From an optimization exercise on the open Yosys and OpenROAD flow, aimed at small area and a short achievable clock period; shortcuts taken in it are not production practice.
RTL that was checked went through simulation tests only; none was proved equivalent to the original.

==> v17: inputs <==
## gte_unr_divide
module gte_unr_divide (
   input  wire        clk,
   input  wire        reset,
   input  wire        trigger,
   input  wire [15:0] lhs,
   input  wire [15:0] rhs,
   output reg  [16:0] result,
   output reg         div_error
);
clock: 8.0 ns
lec_check: 0
cap_margin: 20
core_margin: 2
core_utilization: 65
cts_cluster_diameter: 100
cts_cluster_size: 25
setup_slack_margin: 4.5
slew_margin: 20
standard.sh (not shown) runs the stock make flow with config.mk's settings and CLKGATE_MAP_FILE= SYNTH_SCRIPT=/design/flow/synth_recipe.tcl, a recipe that flattens the netlist after the stock synthesis.
==> flow/flow/run.sh <==
#!/bin/bash
set -euo pipefail
bash standard.sh "BUFFER_PORTS_ARGS=-buffer_cell sky130_fd_sc_hd__buf_2" finish > standard_make.log 2>&1
==> v29: changes against v17 <==
--- a/flow/config.mk
+++ b/flow/config.mk
@@ -10,5 +10,5 @@
 export CORE_UTILIZATION = 65
 export CTS_CLUSTER_DIAMETER = 100
 export CTS_CLUSTER_SIZE = 25
-export SETUP_SLACK_MARGIN = 4.5
+export SETUP_SLACK_MARGIN = 4.3
 export SLEW_MARGIN = 20
==> qor summary <==
Status: v29 finished clean; v17 finished clean
Post-CTS setup buffer count: v29 4; v17 12
Final hold slack: v29 0.322 ns; v17 0.325 ns
Resized Gates After CTS: v29 6; v17 26
Clock Network Area Fraction: v29 2.03%; v17 2.11%
Met1 wire length: v29 21900 um; v17 22100 um
Worst Min Path Start: v29 np4[4]; v17 np4[7]
First-pass GRT wire length: v29 85500 um; v17 85400 um
Worst Hold Path EP: v29 np5[4]; v17 np5[7]
Share of cell area taken by multi-input logic gates: v29 63.0%; v17 63.1%
CTS clk-pin slew, worst paths: v29 0.09 ns; v17 0.10 ns
Initial antenna violation count: v29 1; v17 0
Biggest cell delay along the critical path: v29 0.97 ns; v17 0.58 ns
Worst-path maximum fanout: v29 18; v17 8
Setup WS post-layout: v29 4.33 ns; v17 4.58 ns
Buffers and inverters on the worst path: v29 2; v17 0
CP Data Required Time: v29 8.39 ns; v17 8.45 ns
Vias per std cell: v29 6.23; v17 6.18
Setup WS pre-CTS: v29 3.78 ns; v17 3.85 ns
Total Wirelength: v29 52500 um; v17 52500 um

---

==> violet <==
Another version of the RTL of gte_unr_divide (not shown whole).
make LEC_CHECK=0 CAP_MARGIN=20 CORE_MARGIN=2 CORE_UTILIZATION=40 SETUP_SLACK_MARGIN=4.5 SLEW_MARGIN=20 finish   # period 8.0 ns
run.sh (not shown) runs the stock make flow with config.mk's settings and CLKGATE_MAP_FILE= SYNTH_SCRIPT=/design/flow/synth_recipe.tcl, a recipe that flattens the netlist after the stock synthesis.
Stock flow here: none of the scripts above is used.
==> inputs of raven, as changes to violet <==
SETUP_SLACK_MARGIN = 5   (was 4.5)
==> inputs of lagoon, as changes to violet <==
ABC_AREA = 1   (was not set)
==> flow_summary.yaml <==
timing:
  finClkSkew_ns: 0.04145
  period_share: 0.4327
  whs_ns: 0.2865
grt:
  grt_use_total: 0.1894
  grt.met2_usage: 0.3313
  met1_usage: 0.2390
synthesis:
  ys_top_cells_by_area: "dfxtp_1, fa_1, ha_1"
  synth_common_cells: "dfxtp_1, a22oi_1, inv_1, xnor2_1, ha_1"
  ys_types: 79
  yosys.area_share.xor_xnor: 0.1185
route:
  wl_met1_um: 23130
cells_and_area:
  final_common_cell: "dfxtp_1"
  final_cell_mix: "dfxtp_1, a22oi_1, inv_1"
  utilization: 0.4559
clock_network:
  cts_resized: 50
worst_setup_path:
  cpPeakStageDelay_ns: 0.52
status:
  status: "complete, no violations"
[end of results for violet]
==> flow_summary.yaml <==
clock_network:
  cts_resized: 47
synthesis:
  ys_types: 56
timing:
  finClkSkew_ns: 0.03263
  period_share: 0.4344
  whs_ns: 0.3198
grt:
  met1_usage: 0.2641
  grt_use_total: 0.2016
cells_and_area:
  final_cell_mix: "inv_1, nand2_1, dfxtp_1"
status:
  status: "complete, no violations"
[end of results for lagoon]
==> flow_summary.yaml <==
synthesis:
  ys_types: 79
  yosys.area_share.xor_xnor: 0.1185
timing:
  whs_ns: 0.3216
  finClkSkew_ns: 0.01454
cells_and_area:
  utilization: 0.4974
  final_common_cell: "dfxtp_1"
grt:
  grt.met2_usage: 0.3424
  met1_usage: 0.2442
worst_setup_path:
  cpPeakStageDelay_ns: 0.54
status:
  status: "complete, no violations"
[end of results for raven]

---

==> inputs of 09-17 <==
Another version of the RTL of gte_unr_divide (not shown whole).
// gte_unr_divide
module gte_unr_divide (
   input  wire        clk,
   input  wire        reset,
   input  wire        trigger,
   input  wire [15:0] lhs,
   input  wire [15:0] rhs,
   output reg  [16:0] result,
   output reg         div_error
);
clock: 8.0 ns
lec_check: 0
cap_margin: 20
core_margin: 2
core_utilization: 40
setup_slack_margin: 2.5
slew_margin: 20
synth_memory_max_bits: 16384
==> 03-07: changes against 09-17 <==
--- a/flow/design.v
+++ b/flow/design.v
@@ -553,23 +553,24 @@
       ve2 <= ~reset & ve1;
       np2 <= np1;
       dp2 <= dp1;
       u2  <= unr_u(dp1[14:6]);
    end
-   wire [16:0] w2  = 17'h00080 - {1'b1, dp2} * u2;    
+   wire [16:0] tl2 = {1'b1, dp2} * u2;            
+   wire [16:0] w2  = 17'h00080 - tl2;
    reg         ve3;
    reg  [16:0] np3;
    reg  [9:0]  u3;
    reg  [8:0]  dl3;
    always @(posedge clk) begin
       ve3 <= ~reset & ve2;
       np3 <= np2;
       u3  <= u2;
       dl3 <= w2[16:8];
    end
-   wire [25:0] p3  = {u3, 16'd0} + dl3 * u3 - {u3 & {10{dl3[8]}}, 9'd0} + 26'd128;
-   wire [17:0] r3  = p3[25:8];
+   wire signed [19:0] p3  = $signed(dl3) * $signed({1'b0, u3}) + 20'sd128;
+   wire        [17:0] r3  = {u3, 8'd0} + {{6{p3[19]}}, p3[19:8]};
    reg         ve4;
    reg  [16:0] np4;
    reg  [16:0] rho4;
    always @(posedge clk) begin
       ve4  <= ~reset & ve3;
--- a/flow/config.mk
+++ b/flow/config.mk
@@ -6,8 +6,6 @@
 export NUM_CORES = 4
 export LEC_CHECK = 0
 export CAP_MARGIN = 20
 export CORE_MARGIN = 2
 export CORE_UTILIZATION = 40
-export SETUP_SLACK_MARGIN = 2.5
 export SLEW_MARGIN = 20
-export SYNTH_MEMORY_MAX_BITS = 16384
==> notes.md <==
quantity                      03-07           09-17
Result of the run    did not finish  finished clean
Failing step              synthesis               -
Yosys warning count               1               1
Function was not checked in any run of this note: the RTL went through the layout flow alone.

## what the ideal ports hide
Ports are ideal in the flow. The routed layouts listed here were re-timed in OpenROAD. Step 1 sets driving cells, clkbuf_16 on the clock port and buf_2 on the other inputs (assumed; they add their load-dependent delay and slew). Step 2 also shifts input and output timing later by t, the mid clock arrival at the registers, as if the neighbouring blocks saw the same clock. a / b / c = no drivers / after step 1 / after step 2; a / b = the first two.
| run | t, ns | setup slack, ns | worst setup path after step 2 | worst register clock-pin slew, ns | worst slew at a driven data input, ns |
|---|---|---|---|---|---|
| v17 | 0.555 | 4.578 / 4.578 / 4.088 | input to register | 0.10 / 0.10 | 0.03 |
| v29 | 0.556 | 4.334 / 4.334 / 3.937 | input to register | 0.09 / 0.09 | 0.03 |
| violet | 0.609 | 4.539 / 4.567 / 3.958 | input to register | 0.06 / 0.06 | 0.04 |
| raven | 0.600 | 4.646 / 4.646 / 4.282 | input to register | 0.07 / 0.07 | 0.06 |
| lagoon | 0.598 | 4.525 / 4.525 / 4.121 | input to register | 0.06 / 0.06 | 0.04 |
| 09-17 | 0.599 | 2.525 / 2.525 / 2.525 | register to register | 0.07 / 0.07 | 0.04 |
After both steps setup and hold are still met in every run listed. The setup slack of violet, which loses most, moves by +0.028 ns with the drivers and by -0.581 ns with both steps.
